This design comes from an exercise in tuning for small area on the open sky130 flow, not from production work. The RTL was checked by simulation tests, not by an equivalence proof against the original design. Power figures rest on the tool's default switching activity, not on a simulated workload.

==> design/flow/design.v <==
`timescale 1ns / 1ps
module MUX2x1(
    input [15:0] ch1,
    input [15:0] ch2,
    input sel,
    output reg [15:0] out
    );
	 always @(sel or ch1 or ch2) begin
		case(sel)
			1'b0 : out  = ch1;
			1'b1 : out  = ch2;
		endcase
	 end
endmodule
`timescale 1ns / 1ps
module MUX2x1_Br(
    input [5:0] ch1,
    input [5:0] ch2,
    input sel,
    output reg [5:0] out
    );
	 always @(sel or ch1 or ch2) begin
		case(sel)
			1'b0 : out  = ch1;
			1'b1 : out  = ch2;
		endcase
	 end
endmodule
`timescale 1ns / 1ps
module Program_Counter(
    input clk,
	 input rst,
	 input [5:0] target,
    output reg [5:0] pc_out
    );
	 always @(posedge clk or posedge rst)
		if(rst)begin
			pc_out <= 0;
		end
		else begin
			pc_out <= target;
	 end
endmodule
`timescale 1ns/1ps
module Register_File_main(
					input clk,
					input rst,
					input [3:0] read_add_1,
					input [3:0] read_add_2,
					input [3:0] wr_reg_add,
					input wr_en,
					input [15:0] wr_data,
					output [15:0] read_data_1,
					output [15:0] read_data_2
					);
					reg [15:0] reg_file [15:0];
					always @ (posedge clk or posedge rst) begin 
						if(rst) begin
							reg_file[0]  = 0;
							reg_file[1]  = 0;
							reg_file[2]  = 0;
							reg_file[3]  = 0;
							reg_file[4]  = 0;
							reg_file[5]  = 0;
							reg_file[6]  = 0;
							reg_file[7]  = 0;
							reg_file[8]  = 0;
							reg_file[9]  = 0;
							reg_file[10] = 0;
							reg_file[11] = 0;
							reg_file[12] = 0;
							reg_file[13] = 0;
							reg_file[14] = 0;
							reg_file[15] = 0;
						end
						else if (wr_en == 1) begin
							reg_file[wr_reg_add] = wr_data;
						end
					end
					assign read_data_1 = reg_file[read_add_1];
					assign read_data_2 = reg_file[read_add_2];
endmodule			
`timescale 1ns / 1ps
   module Control_Unit(
    input [3:0] opcode,
    output reg [2:0] alu_op,
    output reg reg_wr,
    output reg reg_dst,
    output reg alu_src,
    output reg jump,
	 output reg jeq,
	 output reg jr,
    output reg cmp,
	 output reg mov,
	 output reg li,
    output reg mem_rd,
    output reg mem_wr,
    output reg mem_to_reg
    );
	 always @(opcode)begin
		case(opcode)
			4'b0000 :	begin 
				alu_op		<= 3'b111;
				reg_wr 		<= 1'b0 ;	
				reg_dst 		<= 1'b0 ;	
				alu_src 		<= 1'b0 ;	
				jump	 		<= 1'b0 ;	
				jeq	 		<= 1'b0 ;
				jr		 		<= 1'b0 ;
				cmp	 		<= 1'b0 ;	
				mov 			<= 1'b0 ;
				li 			<= 1'b0 ;
				mem_rd 		<= 1'b0 ;	
				mem_wr 		<= 1'b0 ;	
				mem_to_reg 	<= 1'b0 ;	
				end
			4'b0001 :	begin	 
				alu_op		<= 3'b000;
				reg_wr 		<= 1'b1 ;	
				reg_dst 		<= 1'b0 ;	
				alu_src 		<= 1'b0 ;	
				jump	 		<= 1'b0 ;	
				jeq	 		<= 1'b0 ;
				jr		 		<= 1'b0 ;
				cmp	 		<= 1'b0 ;	
				mov 			<= 1'b0 ;
				li 			<= 1'b0 ;
				mem_rd 		<= 1'b0 ;	
				mem_wr 		<= 1'b0 ;	
				mem_to_reg 	<= 1'b0 ;	
				end
			4'b0010 :	begin	 
				alu_op		<= 3'b000;	
				reg_wr 		<= 1'b1 ;		
				reg_dst 		<= 1'b0 ;		
				alu_src 		<= 1'b1 ;		
				jump	 		<= 1'b0 ;		
				jeq	 		<= 1'b0 ;
				jr		 		<= 1'b0 ;
				cmp	 		<= 1'b0 ;	
				mov 			<= 1'b0 ;
				li 			<= 1'b0 ;
				mem_rd 		<= 1'b0 ;		
				mem_wr 		<= 1'b0 ;		
				mem_to_reg 	<= 1'b0 ;	
				end
			4'b0011 :	begin  
				alu_op		<= 3'b001;	
				reg_wr 		<= 1'b1 ;		
				reg_dst 		<= 1'b0 ;		
				alu_src 		<= 1'b0 ;		
				jump	 		<= 1'b0 ;		
				jeq	 		<= 1'b0 ;
				jr		 		<= 1'b0 ;
				cmp	 		<= 1'b0 ;	
				mov 			<= 1'b0 ;
				li 			<= 1'b0 ;
				mem_rd 		<= 1'b0 ;		
				mem_wr 		<= 1'b0 ;		
				mem_to_reg 	<= 1'b0 ;	
				end
			4'b0100 :   begin  
				alu_op		<= 3'b010;	
				reg_wr 		<= 1'b1 ;		
				reg_dst 		<= 1'b0 ;		
				alu_src 		<= 1'b0 ;		
				jump	 		<= 1'b0 ;		
				jeq	 		<= 1'b0 ;
				jr		 		<= 1'b0 ;
				cmp	 		<= 1'b0 ;	
				mov 			<= 1'b0 ;
				li 			<= 1'b0 ;				
				mem_rd 		<= 1'b0 ;		
				mem_wr 		<= 1'b0 ;		
				mem_to_reg 	<= 1'b0 ;	
				end
			4'b0101 :   begin  
				alu_op		<= 3'b011;
				reg_wr 		<= 1'b1 ;	
				reg_dst 		<= 1'b0 ;	
				alu_src 		<= 1'b0 ;	
				jump	 		<= 1'b0 ;	
				jeq	 		<= 1'b0 ;
				jr		 		<= 1'b0 ;
				cmp	 		<= 1'b0 ;	
				mov 			<= 1'b0 ;
				li 			<= 1'b0 ;
				mem_rd 		<= 1'b0 ;	
				mem_wr 		<= 1'b0 ;	
				mem_to_reg 	<= 1'b0 ;	
				end
			4'b0110 :	begin  
				alu_op		<= 3'b100;	
				reg_wr 		<= 1'b1 ;		
				reg_dst 		<= 1'b0 ;		
				alu_src 		<= 1'b0 ;		
				jump	 		<= 1'b0 ;		
				jeq	 		<= 1'b0 ;
				jr		 		<= 1'b0 ;
				cmp	 		<= 1'b0 ;	
				mov 			<= 1'b0 ;
				li 			<= 1'b0 ;				
				mem_rd 		<= 1'b0 ;		
				mem_wr 		<= 1'b0 ;		
				mem_to_reg 	<= 1'b0 ;		
				end
			4'b0111 :   begin  
				alu_op		<= 3'b111;
				reg_wr 		<= 1'b0 ;	
				reg_dst 		<= 1'b0 ;	
				alu_src 		<= 1'b0 ;	
				jump	 		<= 1'b0 ;	
				jeq	 		<= 1'b1 ;
				jr		 		<= 1'b0 ;
				cmp	 		<= 1'b0 ;	
				mov 			<= 1'b0 ;
				li 			<= 1'b0 ;
				mem_rd 		<= 1'b0 ;	
				mem_wr 		<= 1'b0 ;	
				mem_to_reg 	<= 1'b0 ;	
				end
			4'b1000 :   begin  
				alu_op		<= 3'b111;
				reg_wr 		<= 1'b1 ;	
				reg_dst 		<= 1'b0 ;	
				alu_src 		<= 1'b0 ;	
				jump	 		<= 1'b0 ;	
				jeq	 		<= 1'b0 ;
				jr		 		<= 1'b0 ;
				cmp	 		<= 1'b1 ;	
				mov 			<= 1'b0 ;
				li 			<= 1'b0 ;
				mem_rd 		<= 1'b0 ;	
				mem_wr 		<= 1'b0 ;	
				mem_to_reg 	<= 1'b0 ;	
				end
			4'b1001 :	begin  
				alu_op		<= 3'b111;
				reg_wr 		<= 1'b1 ;	
				reg_dst 		<= 1'b0 ;	
				alu_src 		<= 1'b0 ;	
				jump	 		<= 1'b0 ;	
				jeq	 		<= 1'b0 ;
				jr		 		<= 1'b0 ;
				cmp	 		<= 1'b0 ;	
				mov 			<= 1'b1 ;
				li 			<= 1'b0 ;
				mem_rd 		<= 1'b0 ;	
				mem_wr 		<= 1'b0 ;	
				mem_to_reg 	<= 1'b0 ;	
				end
			4'b1010 :   begin  
				alu_op		<= 3'b111;
				reg_wr 		<= 1'b0 ;	
				reg_dst 		<= 1'b0 ;	
				alu_src 		<= 1'b0 ;	
				jump	 		<= 1'b1 ;	
				jeq	 		<= 1'b0 ;	
				jr		 		<= 1'b0 ;
				cmp	 		<= 1'b0 ;
				mov 			<= 1'b0 ;
				li 			<= 1'b0 ;
				mem_rd 		<= 1'b0 ;	
				mem_wr 		<= 1'b0 ;	
				mem_to_reg 	<= 1'b0 ;	
				end
			4'b1011 :   begin  
				alu_op		<= 3'b111;
				reg_wr 		<= 1'b0 ;	
				reg_dst 		<= 1'b0 ;	
				alu_src 		<= 1'b0 ;	
				jump	 		<= 1'b0 ;	
				jeq	 		<= 1'b0 ;	
				jr		 		<= 1'b1 ;
				cmp	 		<= 1'b0 ;	
				mov 			<= 1'b0 ;
				li 			<= 1'b0 ;
				mem_rd 		<= 1'b0 ;	
				mem_wr 		<= 1'b0 ;	
				mem_to_reg 	<= 1'b0 ;	
				end
			4'b1100 :	begin  
				alu_op		<= 3'b000;
				reg_wr 		<= 1'b1 ;	
				reg_dst 		<= 1'b0 ;	
				alu_src 		<= 1'b1 ;	
				jump	 		<= 1'b0 ;	
				jeq	 		<= 1'b0 ;	
				jr		 		<= 1'b0 ;
				cmp	 		<= 1'b0 ;	
				mov 			<= 1'b0 ;
				li 			<= 1'b0 ;
				mem_rd 		<= 1'b1 ;	
				mem_wr 		<= 1'b0 ;	
				mem_to_reg 	<= 1'b1 ;	
				end
			4'b1101 :   begin  
				alu_op		<= 3'b000;
				reg_wr 		<= 1'b0 ;	
				reg_dst 		<= 1'b0 ;	
				alu_src 		<= 1'b1 ;	
				jump	 		<= 1'b0 ;	
				jeq	 		<= 1'b0 ;
				jr		 		<= 1'b0 ;
				cmp	 		<= 1'b0 ;	
				mov 			<= 1'b0 ;
				li 			<= 1'b0 ;
				mem_rd 		<= 1'b0 ;	
				mem_wr 		<= 1'b1 ;	
				mem_to_reg 	<= 1'b0 ;	
				end
			4'b1110 :   begin  
				alu_op		<= 3'b111;
				reg_wr 		<= 1'b1 ;	
				reg_dst 		<= 1'b0 ;	
				alu_src 		<= 1'b1 ;	
				jump	 		<= 1'b0 ;	
				jeq	 		<= 1'b0 ;
				jr		 		<= 1'b0 ;
				cmp	 		<= 1'b0 ;	
				mov 			<= 1'b0 ;
				li 			<= 1'b1 ;
				mem_rd 		<= 1'b0 ;	
				mem_wr 		<= 1'b0 ;	
				mem_to_reg 	<= 1'b0 ;	
				end
			4'b1111 :	begin  
				alu_op		<= 3'b111;
				reg_wr 		<= 1'b1 ;	
				reg_dst 		<= 1'b0 ;	
				alu_src 		<= 1'b0 ;	
				jump	 		<= 1'b0 ;	
				jeq	 		<= 1'b0 ;
				jr		 		<= 1'b0 ;
				cmp	 		<= 1'b0 ;	
				mov 			<= 1'b0 ;
				li 			<= 1'b0 ;
				mem_rd 		<= 1'b0 ;	
				mem_wr 		<= 1'b0 ;	
				mem_to_reg 	<= 1'b0 ;	
				end
			default :   begin 
				alu_op		<= 3'b111;	
				reg_wr 		<= 1'b0 ;	
				reg_dst 		<= 1'b0 ;	
				alu_src 		<= 1'b0 ;	
				jump	 		<= 1'b0 ;	
				jeq	 		<= 1'b0 ;
				jr		 		<= 1'b0 ;
				cmp	 		<= 1'b0 ;	
				mov 			<= 1'b0 ;
				li 			<= 1'b0 ;
				mem_rd 		<= 1'b0 ;	
				mem_wr 		<= 1'b0 ;	
				mem_to_reg 	<= 1'b0 ;	
				end        
		endcase
	 end
endmodule
`timescale 1ns / 1ps
module ALU_Main(
    input [15:0] d_in_1,
    input [15:0] d_in_2,
    input [2:0] alu_op,
    output reg z_flag,
    output reg [15:0] alu_out,
    output reg a_grt_b,
    output reg b_grt_a
    );
	 wire [15:0] d_out1;
	 wire [15:0] d_out2;
	 wire [15:0] d_out3; 
	 wire [15:0] d_out4; 
	 wire [15:0] d_out5; 
	 wire d_out6; 
	 wire d_out7; 
	 wire [15:0] d_out8; 
	 always @(d_in_1, d_in_2, alu_op,d_out1, d_out2, d_out3, d_out4, d_out5, d_out6, d_out7, d_out8) begin
			case(alu_op)
				3'b000 : begin 	alu_out[15:0] 	= d_out1	;  end
				3'b001 : begin 	alu_out 			= d_out2 ;	end
				3'b010 : begin 	alu_out[15:0] 	= d_out3 ;  end
				3'b011 : begin 	alu_out[15:0] 	= d_out4 ;  end
				3'b100 : begin 	alu_out[15:0] 	= d_out5 ;  end
				3'b101 : begin 	alu_out[0] 		= d_out6 ; alu_out[15:1]  = 0; end
				3'b110 : begin 	alu_out[0] 		= d_out7 ; alu_out[15:1]  = 0; end
				3'b111 : begin 	alu_out[15:0] 	= d_out8 ;  end
				default: begin 	alu_out[15:0] 	= 16'h0000;	end
			endcase 
		end
		assign d_out1 = d_in_1 + d_in_2;
		assign d_out2 = d_in_1 * d_in_2;
		assign d_out3 = d_in_1 & d_in_2;
		assign d_out4 = d_in_1 | d_in_2;
		assign d_out5 = d_in_1 / 2;
		assign d_out6 = d_in_1 > d_in_2;
		assign d_out7 = d_in_1 < d_in_2;
		assign d_out8 = d_in_1 - d_in_2;
		always @(d_out6 or d_out7) begin 
			if(d_out6 == 1)begin
				a_grt_b <= 1;
				b_grt_a <=0;
				z_flag <= 0;
			end
			else if(d_out7  == 1) begin
					a_grt_b <= 0;
					b_grt_a <=1;
					z_flag <= 0;
			end
			else begin
				a_grt_b <= 0;
				b_grt_a <=0;
				z_flag <= 1;
			end
		end
endmodule
`timescale 1ns / 1ps
module cpu_core(
    input clk,
    input rst,
	 output [5:0] pc_out,
	 input [15:0] instr_out,
	 input [15:0] mem_Data_in,
	 output mem_wr,
	 output mem_rd,
	 output [15:0] reg_Data_2,
	 output [5:0] data_mem_address
    );
	 wire [5:0] pc_target;
	 Program_Counter pc(clk,	rst,		pc_target,		pc_out);
	 wire  [5:0] pc_next;
	 assign pc_next = pc_out + 1;
	 wire [3:0] opcode,		reg_Rs,		reg_Rt,		reg_Rd;
	 wire [15:0] imm_offset;
	 wire [5:0] j_offset;
	 wire [3:0] jeq_offset;
	 wire [7:0] li_offset;
	 assign opcode 		=		instr_out	[15:12];
	 assign reg_Rd 		=		instr_out	[11:8];
	 assign reg_Rs 		=		instr_out	[7:4];
	 assign reg_Rt 		=		instr_out	[3:0];
	 assign imm_offset 	=		instr_out	[3:0]; 
	 assign li_offset		=		instr_out	[7:0];
	 assign j_offset 		=		instr_out	[5:0];
	 assign jeq_offset   = 		instr_out	[11:8];
	 reg [3:0] reg_Rd_mxd;
	 wire reg_dest;
	 wire [15:0] reg_write_Data, reg_Data_1, reg_Write_D, reg_Write_s1, reg_Write_s2;
	 always @(reg_dest or reg_Rd or reg_Rt) begin
		case(reg_dest)
			1'b0 : reg_Rd_mxd  = reg_Rd;
			1'b1 : reg_Rd_mxd  = reg_Rt;
		endcase
	 end
	 Register_File_main reg_file (clk,		rst,		reg_Rs,		reg_Rt,		reg_Rd_mxd,		reg_wr,		reg_Write_D,		reg_Data_1,		reg_Data_2);
	 wire [2:0] alu_op;
	 wire alu_src, op_jump, op_jeq, op_jr, op_cmp, op_mov, op_li, m2r;
	 Control_Unit cu(opcode,		alu_op,		reg_wr,		reg_dest,		alu_src,		op_jump,		op_jeq,		op_jr,	op_cmp,	op_mov,	op_li, 	mem_rd,		mem_wr,		m2r);
	 wire z_flag, agb, bga;
	 reg [15:0] imm_offset_se;
	 always @ (imm_offset) begin
		if(imm_offset[3] == 0) begin
			imm_offset_se <= {12'b000000000000,imm_offset};		 
			end
			else begin 
				imm_offset_se <= {12'b111111111111,imm_offset};	 
			end
	end
	 wire [15:0] alu_Out;
	 assign data_mem_address = alu_Out[5:0];
	 wire [15:0] alu_src_2;
	 MUX2x1 mxalusrc (reg_Data_2,	imm_offset_se,	alu_src,	alu_src_2);
	 ALU_Main alu ( reg_Data_1,	alu_src_2,		alu_op,	z_flag,	alu_Out,		agb,	bga);
	wire [5:0] jr_target, mxj_return;
	assign jr_target = reg_Data_1[5:0];  
	wire j_control;
	assign j_control = op_jump;
	wire [5:0] j_target;
	assign j_target = j_offset[5:0];
	wire jeq_ok;
	wire [5:0] mxjr_return;
	assign jeq_ok = op_jeq & z_flag;
	wire [5:0] jeq_target;
	assign jeq_target = {2'b00,jeq_offset};
	MUX2x1_Br mx_j_pc (pc_next, j_target, j_control, mxj_return);
	MUX2x1_Br mx_jr (mxj_return,	jr_target,	op_jr,	mxjr_return);
	MUX2x1_Br mx_jeq (mxjr_return,	jeq_target,	jeq_ok,	pc_target);
	MUX2x1 mxm2r (alu_Out,	mem_Data_in,	m2r,	reg_write_Data);
	reg [15:0] cmp_DS;
	always @(op_cmp or z_flag or agb or bga)begin
		if(z_flag)begin
			cmp_DS <= 16'hffff;
		end
		else if(agb)begin
			cmp_DS <= 16'h00ff;
		end
		else if(bga) begin
			cmp_DS <= 16'hff00;
		end
		else 
			cmp_DS <= 16'h0000;
	end
	MUX2x1 mxcmp (reg_write_Data,	cmp_DS,	op_cmp,	reg_Write_s1);
	reg  [15:0] li_offset_se;
	always @ (li_offset) begin
		if(li_offset[7] == 0) begin
			li_offset_se <= {4'b0000,li_offset};		 
			end
			else begin 
				li_offset_se <= {4'b1111,li_offset};	 
			end
	end
	MUX2x1 mxli (reg_Write_s1,	li_offset_se,	op_li,	reg_Write_s2);
	MUX2x1 mxmov (reg_Write_s2,	reg_Data_1,	op_mov,	reg_Write_D);
endmodule
==> design/flow/run.sh <==
#!/bin/bash
# synth_recipe.tcl (not shown) runs the flow's synth.tcl, then flattens the netlist and writes it again
# the make line also repeats each setting of config.mk as NAME=value (left out here)
make -C /OpenROAD-flow-scripts/flow DESIGN_CONFIG=/design/flow/config.mk WORK_HOME=/design/flow/orfs CLKGATE_MAP_FILE= SYNTH_SCRIPT=/design/flow/synth_recipe.tcl finish
==> design/flow/config.mk <==
export PLATFORM = sky130hd
export DESIGN_NAME = cpu_core
export DESIGN_NICKNAME = cpu_core
export VERILOG_FILES = /design/flow/design.v
export SDC_FILE = /design/flow/constraint.sdc
export NUM_CORES = 4
export LEC_CHECK = 0
export CAP_MARGIN = 20
export CORE_MARGIN = 2
export CORE_UTILIZATION = 40
export SLEW_MARGIN = 20
==> design/flow/constraint.sdc <==
create_clock -name core_clock -period 11.0 [get_ports {clk}]
set_input_delay 2.2000 -clock core_clock [delete_from_list [all_inputs] [get_ports {clk}]]
set_output_delay 2.2000 -clock core_clock [all_outputs]
set_load 0.01 [all_outputs]
==> impl_metrics.env, run 1 <==
export IMPL_outcome="timing/DRC/antenna clean"
export IMPL_synth_cell_types=108
export IMPL_setup_violations=0
export IMPL_synth_area_leaders="dfrtp_1 29%, fa_1 7.4%, ha_1 5.7%"
export IMPL_r2r_cells=31
export IMPL_fin_nets=2864
export IMPL_yosysTopAreaCellShare_pct=29.41
export IMPL_hold_class="register to register"
export IMPL_rows=86
export IMPL_hold_start="reg_file.reg_file[8][15]"
export IMPL_syn_area_per_cell_um2=8.632
export IMPL_power_total_uw=7718
export IMPL_synth_flop_cell="dfrtp_1"
export IMPL_ant_nets=0
export IMPL_dieArea_um2=57650
export IMPL_htreeDepth=1
export IMPL_worstSetupStartpointType="input port"
export IMPL_min_to="reg_file.reg_file[8][15]"
export IMPL_yosys_warnings=9
export IMPL_internal_power_uw=4082
export IMPL_wl_mm=101.6
export IMPL_postCtsHoldBufs=0
export IMPL_syn_cell_area_um2=22300
export IMPL_synthTopCellsByCount="301 x nand2_1, 262 x dfrtp_1, 244 x nor2_1"
export IMPL_die_y_um=240.1
export IMPL_clockPowerShare_pct=14.1
export IMPL_seq_power_share_pct=24.4
export IMPL_maxSlewViolCount=0
export IMPL_rr_endpoint="reg_file.reg_file[1][15]"
export IMPL_final_min_clock_period_ns=10.82
export IMPL_insertion_delay_ns=0.59
export IMPL_cts_buffers=30
export IMPL_power_leakage_uw=0.01104
export IMPL_worst_ep_required_time_ns=8.80
export IMPL_floorplan_initialDensity_pct=40.47
export IMPL_fin_crit_sh_pct=98.35
export IMPL_synth_seq_cells=262
export IMPL_syn_inst=2583
export IMPL_coreArea_um2=55090
export IMPL_ys_seq_area_share_pct=29.41
export IMPL_dieWidth_um=240.1
export IMPL_arrival_ns=8.62
export IMPL_gp_congestion=0.9837
export IMPL_dp_final_hpwl_mm=75.69
export IMPL_first_global_vias=21210
export IMPL_clk_pin_slew_ns=0.07
export IMPL_ir_worst_vdd_mv=0.1974
export IMPL_yosysTopAreaCell="dfrtp_1"
export IMPL_min_delay_path_depth=2
export IMPL_syn_num_nets=2801
export IMPL_switching_power_uw=3636
export IMPL_drive_above_1_share_pct=14.66
export IMPL_portBuffers=63
export IMPL_endpoint_kind="output port"
export IMPL_synth_edf_count=0
export IMPL_p_sw_share_pct=47.12
export IMPL_ff2ff_setup_slack_ns=3.00
export IMPL_synthArstFlopShare_pct=100.0
export IMPL_viasPerCell=6.306
export IMPL_cts_tree="built"
export IMPL_tightest_slew_ns=1.221
export IMPL_drc=0
export IMPL_synthMostInstantiatedCell="nand2_1"
export IMPL_drv_cap=0
export IMPL_p_per_area_nw_per_um2=305.9
export IMPL_avgRoutedWirePerCell_um=29.73
export IMPL_syn_to_final_growth_pct=13.15
export IMPL_timing_slew_headroom_pct=18.32
export IMPL_antenna_found_initial=1
export IMPL_track_usage_pct=35.19
export IMPL_p_comb_share_pct=61.6
export IMPL_drt_pass1_iter_count=5
export IMPL_vias=21550
export IMPL_drt_initial_drc_count=2368
export IMPL_max_freq_ghz=0.09244
export IMPL_hold_viol_final=0
export IMPL_crit_type="input port to output port"
export IMPL_grt_pass1_wl_mm=147.7
export IMPL_path_max_fanout=39
export IMPL_overflow=0
export IMPL_clockBufferDepth=3
export IMPL_r2r_start="reg_file.reg_file[5][3]"
export IMPL_fin_setup_tns_ns=0
export IMPL_cts_root_buf="clkbuf_16"
export IMPL_clock_skew_ns=0.01558
export IMPL_cts_sinks=262
export IMPL_grt_max_degree=170
export IMPL_finalHoldWorstSlack_ns=0.4987
export IMPL_ios=64
export IMPL_rsz0062_at_grt="false"
-- worst max-delay path: stages --
cell	delay, ns
buf_2	0.41
buf_12	0.30
nor3b_1	0.68
a32oi_1	0.20
o22ai_1	0.22
o32a_1	0.50
a21oi_4	0.20
inv_2	0.10
ha_1	0.28
fa_1	0.46
ha_1	0.29
ha_1	0.32
inv_1	0.07
fa_1	0.53
fa_1	0.43
o21ai_0	0.25
a221oi_1	0.07
o21ai_0	0.16
a21oi_1	0.11
nor2_1	0.20
clkdlybuf4s50_1	0.59
-- how the worst max path moves through the flow --
stage	from	endpoint	slack [ns]	depth (start not counted)
final	instr_out[2]	data_mem_address[4]	0.18	21
after global routing	instr_out[3]	data_mem_address[5]	0.01	23
after detailed placement	instr_out[0]	reg_file.reg_file[1][15]	0.23	28
after floorplan	rst	pc.pc_out[0]	1.59	1
after global placement	instr_out[0]	data_mem_address[5]	0.23	22
after CTS	instr_out[0]	data_mem_address[5]	0.25	22
-- cell type report --
cell class | instances | area [µm²]
Timing Repair Buffer | 220 | 1857
Fill cell | 5431 | 29860
Tap cell | 748 | 935.9
Antenna cell | 1 | 2.502
Multi-Input combinational cell | 1944 | 14110
Sequential cell | 262 | 6556
Clock buffer | 43 | 880.8
Clock inverter | 11 | 163.9
Inverter | 188 | 725.7
-- logic make-up after synthesis --
group / after synthesis / synth area share (%)
simple gates: 815 / 17.07
compound gates: 726 / 21.98
buf+inv: 377 / 7.553
flops: 262 / 29.41
fa+ha+maj: 184 / 13.09
mux: 174 / 8.827
xor+xnor: 45 / 2.087
-- sequential cells by signal, summed over array words and instances, names as in the netlist --
name               cells
reg_file.reg_file    256
pc.pc_out              6
-- per-stage QoR --
step	util (%)	worst slack [ns]	std cells	area, µm²
finish	45.79	0.1818	3417	25230
global route	45.79	0.01036	3416	25230
CTS	45.68	0.2466	3410	25160
detailed placement	43.78	0.2267	3356	24120
global placement	43.73	0.2322	3354	24090
floorplan	-	1.588	2583	22300
-- power by group through the flow --
stage          combinational (µW)  clock, µW  sequential (µW)
2_1_floorplan                3300          0             1670
3_3_place_gp                 4600          0             1860
3_5_place_dp                 4670          0             1870
4_1_cts                      4690       1100             1850
5_1_grt                      5250       1130             1920
6_report                     4750       1080             1880
-- timing repair --
item / CTS / global route
gates resized for setup: 0 / 1
endpoints found under the hold margin: 0 / 0
setup endpoints to repair: 0 / 2
buffers inserted: 0 / 3
-- metal layers --
layer  global-route usage [%]  share of wire, %  routed length (µm)
met3                    6.142               8.9                9016
met2                    55.41                44               44930
met1                    45.38                40               40760
met5                        0                 0                   0
met4                    20.80               6.8                6881
-- cells in the final DEF, fill, tap and decap left out, types with 16 or more instances in the layout --
| cell | instances |
|---|---|
| nand2_1 | 301 |
| dfrtp_1 | 262 |
| nor2_1 | 242 |
| o21ai_0 | 216 |
| inv_1 | 176 |
| buf_4 | 148 |
| a21oi_1 | 139 |
| ha_1 | 102 |
| mux2_2 | 99 |
| fa_1 | 82 |
| mux2i_1 | 65 |
| clkdlybuf4s50_1 | 55 |
| nand3_1 | 45 |
| a22oi_1 | 42 |
| a221oi_1 | 35 |
| nor2b_1 | 32 |
| clkbuf_16 | 31 |
| o31ai_1 | 29 |
| xnor2_1 | 29 |
| nor3_1 | 27 |
| nand2b_1 | 25 |
| a31oi_1 | 24 |
| a32oi_1 | 19 |
| and2_1 | 18 |
| a22o_1 | 17 |
| o211ai_1 | 17 |
| o22ai_1 | 16 |
==> run 2: changes to the inputs <==
==> design/flow/design.v (replaced) <==
module cpu_core(
    input clk,
    input rst,
    output [5:0] pc_out,
    input [15:0] instr_out,
    input [15:0] mem_Data_in,
    output mem_wr,
    output mem_rd,
    output [15:0] reg_Data_2,
    output [5:0] data_mem_address
    );
    wire [3:0] op = instr_out[15:12];
    wire [3:0] rd = instr_out[11:8];
    wire [3:0] rs = instr_out[7:4];
    wire [3:0] rt = instr_out[3:0];
    reg [5:0] pc;
    assign pc_out = pc;
    reg [15:0] rf [0:15];
    reg [15:0] valid;
    reg [15:0] A, B;
    integer i;
    always @* begin
        A = 16'h0000;
        B = 16'h0000;
        for (i = 0; i < 16; i = i + 1) begin
            A = A | ({16{valid[i] & (rs == i)}} & rf[i]);
            B = B | ({16{valid[i] & (rt == i)}} & rf[i]);
        end
    end
    wire op_add  = (op == 4'h1);
    wire op_addi = (op == 4'h2);
    wire op_mul  = (op == 4'h3);
    wire op_and  = (op == 4'h4);
    wire op_or   = (op == 4'h5);
    wire op_div  = (op == 4'h6);
    wire op_jeq  = (op == 4'h7);
    wire op_cmp  = (op == 4'h8);
    wire op_mov  = (op == 4'h9);
    wire op_jmp  = (op == 4'hA);
    wire op_jr   = (op == 4'hB);
    wire op_lw   = (op == 4'hC);
    wire op_sw   = (op == 4'hD);
    wire op_li   = (op == 4'hE);
    wire op_sub  = (op == 4'hF);
    wire use_imm = op_addi | op_lw | op_sw;
    wire do_sub  = op_sub | op_cmp | op_jeq;
    wire reg_wr  = op_add | op_addi | op_mul | op_and | op_or | op_div |
                   op_cmp | op_mov | op_lw | op_li | op_sub;
    wire [15:0] Y0 = use_imm ? {12'h000, rt} : B;
    wire [15:0] Y  = Y0 ^ {16{do_sub}};
    wire [16:0] S  = {1'b0, A} + {1'b0, Y} + {16'h0000, do_sub};
    wire eq = (S[15:0] == 16'h0000);    
    wire ge = S[16];                     
    wire gt = ge & ~eq;
    wire [15:0] P = A * B;
    reg [15:0] wd;
    always @* begin
        case (op)
            4'h1, 4'h2, 4'hF: wd = S[15:0];
            4'h3: wd = P;
            4'h4: wd = A & B;
            4'h5: wd = A | B;
            4'h6: wd = {1'b0, A[15:1]};
            4'h8: wd = {{8{eq | ~gt}}, {8{eq | gt}}};
            4'h9: wd = A;
            4'hC: wd = mem_Data_in;
            4'hE: wd = {4'h0, {4{instr_out[7]}}, instr_out[7:0]};
            default: wd = 16'hxxxx;
        endcase
    end
    always @(posedge clk) begin
        for (i = 0; i < 16; i = i + 1)
            if (reg_wr && rd == i) rf[i] <= wd;
    end
    always @(posedge clk or posedge rst) begin
        if (rst) valid <= 16'h0000;
        else if (reg_wr) valid[rd] <= 1'b1;
    end
    wire [5:0] pc_inc = pc + 6'd1;
    wire [5:0] pc_nx = (op_jeq & eq) ? {2'b00, rd} :
                       op_jr         ? A[5:0] :
                       op_jmp        ? instr_out[5:0] :
                                       pc_inc;
    always @(posedge clk or posedge rst) begin
        if (rst) pc <= 6'd0;
        else     pc <= pc_nx;
    end
    assign mem_rd = op_lw;
    assign mem_wr = op_sw;
    assign data_mem_address = S[5:0];
    assign reg_Data_2 = B;
endmodule
==> run 2 against run 1 <==
Net effect: clock power increased by 4%; still clean; worst setup slack better by 0.40 ns; critical endpoint is now rf[7][15]; via count shrank 22%; sequential share of layout area rose by 11 points; synthesized cell count decreased by 31%.
==> impl_metrics.env, run 2 <==
export IMPL_floorplan_initialDensity_pct=40.71
export IMPL_drv_cap=0
export IMPL_postCtsHoldBufs=0
export IMPL_path_max_fanout=17
export IMPL_synthArstFlopShare_pct=7.914
export IMPL_cts_buffers=30
export IMPL_fin_setup_tns_ns=0
export IMPL_track_usage_pct=33.52
export IMPL_grt_max_degree=30
export IMPL_met3_length_mm=9.729
export IMPL_yosysTopAreaCellShare_pct=41.35
export IMPL_syn_inst=1781
export IMPL_slowest_stage="clkdlybuf4s50_1"
export IMPL_ant_nets=0
export IMPL_drt_initial_drc_count=2728
export IMPL_yosysTopAreaCell="edfxtp_1"
export IMPL_syn_cell_area_um2=18590
export IMPL_power_leakage_uw=0.008676
export IMPL_syn_num_nets=1965
export IMPL_fin_nets=2127
export IMPL_dp_final_hpwl_mm=58.39
export IMPL_overflow=0
export IMPL_cts_repair_resized=0
export IMPL_ir_worst_vdd_mv=0.2021
export IMPL_synth_area_leaders="edfxtp_1 41%, fa_1 8.7%, a22oi_1 5.8%"
export IMPL_antenna_found_initial=1
export IMPL_timing_slew_headroom_pct=35.31
export IMPL_cpPeakStageDelay_ns=0.88
export IMPL_clockBufferDepth=3
export IMPL_rsz0062_at_grt="false"
export IMPL_synthMostInstantiatedCell="edfxtp_1"
export IMPL_cts_root_buf="clkbuf_16"
export IMPL_p_per_area_nw_per_um2=191.4
export IMPL_synth_seq_cells=278
export IMPL_drc=0
export IMPL_wl_met1_mm=31.14
export IMPL_highest_layer="met4"
export IMPL_first_global_vias=16500
export IMPL_ios=64
export IMPL_drt_pass1_iter_count=8
export IMPL_dieArea_um2=48220
export IMPL_coreArea_um2=45670
export IMPL_insertion_delay_ns=0.61
export IMPL_arrival_ns=10.86
export IMPL_fin_crit_sh_pct=94.74
export IMPL_clk_pin_slew_ns=0.06
export IMPL_crit_type="input port to register"
export IMPL_fill_cells=4204
export IMPL_vias=16910
export IMPL_yosys_warnings=2
export IMPL_grt_pass1_wl_mm=115.5
export IMPL_synth_cell_types=80
export IMPL_gp_congestion=1.047
export IMPL_worst_ep_required_time_ns=11.43
export IMPL_hold_class="register to register"
export IMPL_synth_edf_count=256
export IMPL_maxSlewViolCount=0
export IMPL_viasPerCell=6.585
export IMPL_rows=78
export IMPL_setup_violations=0
export IMPL_final_cell_mix="256 x edfxtp_1, 167 x nand2_1, 161 x buf_4, 156 x inv_1, 143 x a22oi_1"
export IMPL_syn_to_final_growth_pct=19.08
export IMPL_final_min_clock_period_ns=10.42
export IMPL_htreeDepth=1
export IMPL_critPathMostFrequentCell="fa_1"
export IMPL_portBuffers=63
export IMPL_clock_skew_ns=0.04245
export IMPL_cts_sinks=278
export IMPL_outcome="timing/DRC/antenna clean"
export IMPL_synthTopCellsByCount="256 x edfxtp_1, 167 x nand2_1, 156 x inv_1"
export IMPL_drive_above_1_share_pct=13.22
export IMPL_cts_tree="built"
export IMPL_synth_flop_cell="edfxtp_1"
export IMPL_cts_setup_buffers=0
export IMPL_worstSetupStartpointType="input port"
export IMPL_tightest_slew_ns=0.9680
export IMPL_die_y_um=219.6
export IMPL_syn_area_per_cell_um2=10.44
export IMPL_wl_met2_mm=34.31
export IMPL_max_freq_ghz=0.09596
export IMPL_utilization_pct=48.47
export IMPL_hold_viol_final=0
export IMPL_final_common_cell="edfxtp_1"
export IMPL_ys_seq_area_share_pct=44.31
export IMPL_endpoint_kind="register"
export IMPL_largest_register_ffs=256
export IMPL_wl_mm=81.21
export IMPL_avgRoutedWirePerCell_um=31.62
export IMPL_dieWidth_um=219.6
run 2: worst paths after layout:
kind	slack, ns	start	cells after the start	endpoint
max	0.58	instr_out[3]	29	rf[7][15]
min	0.63	valid[3]	1	valid[3]
max reg2reg	2.73	valid[8]	26	rf[7][15]
min reg2reg	0.63	valid[3]	1	valid[3]
max in group asynchronous	8.39	rst	2	pc[1]
min in group asynchronous	2.09	rst	2	valid[4]
run 2: cells by family (layout without fill, tap and decap cells):
family / Yosys count / in the layout / synth area share [%]
mux: 6 / 6 / 0.3365
buf+inv: 261 / 447 / 5.323
other cells: 0 / 1 / 0
simple gates: 610 / 610 / 16.89
fa+ha+maj: 150 / 150 / 13.37
compound gates: 413 / 413 / 16.50
flops: 278 / 278 / 44.31
xor+xnor: 63 / 63 / 3.271
run 2: critical path, delay by kind of cell:
family	cells	cell delay, ns
xor gates and xnor gates	8	1.71
buffers and inverters	7	2.02
and+or+nand+nor	6	1.70
AOI/OAI and AO/OA	2	0.30
adders and majority gates	6	2.89
run 2: routing by layer:
layer	GRT usage, %	up-vias
met3	9.041	358
met5	0	-
met2	50.06	1397
met1	43.41	8211
li1	-	6945
met4	20.45	0
run 2: area by class of cell:
class | count | area (µm²) | area share [%]
repair buffers | 228 | 1919 | 8.670
well taps | 600 | 750.7 | 3.391
flip-flops and latches | 278 | 8238 | 37.21
clock buffers | 32 | 758.2 | 3.425
clock inverters | 24 | 352.8 | 1.594
multi-input cells | 1242 | 9505 | 42.94
diodes | 1 | 2.502 | 0.01130
inverters | 163 | 611.8 | 2.764
run 2: through the flow:
stage	hold WS, ns	area [µm²]	total power [µW]	setup slack, ns	std cells
finish	0.6277	22140	4238	0.5786	2568
global route	0.6513	22140	4431	0.2935	2567
CTS	0.6163	22140	4216	0.7312	2567
detailed placement	0.5991	21030	3096	0.1176	2511
global placement	0.5952	21030	3081	0.2014	2511
floorplan	0.4884	18590	2371	1.035	1781
run 2: where the power goes:
part,total (µW),switching (µW),internal (µW)
Combinational,1740,1060,678
Clock,1120,447,671
Sequential,1380,78.9,1300

## what the ideal ports hide
In the flow no input, the clock included, has a driving cell. The finished layouts below were timed again as built, in two steps. Step 1 sets driving cells, clkbuf_16 on the clock port and buf_2 on the other inputs (assumed; they add their load-dependent delay and slew). Step 2 also shifts input and output timing later by t, the mid clock arrival at the registers, as if the neighbouring blocks saw the same clock. Slacks: ideal / step 1 / step 2; pairs: ideal / step 1.
| run | t, ns | slack for setup (ns) | worst setup path at the end |
|---|---|---|---|
| run 1 | 0.639 | 0.182 / 0.161 / 0.098 | input to register |
| run 2 | 0.641 | 0.579 / 0.599 / -0.043 | input to register |
With both steps, setup timing fails in run 2, where it was met with ideal ports. For run 2, which loses most, drivers alone change the setup slack by +0.020 ns; drivers and shift together by -0.622 ns.
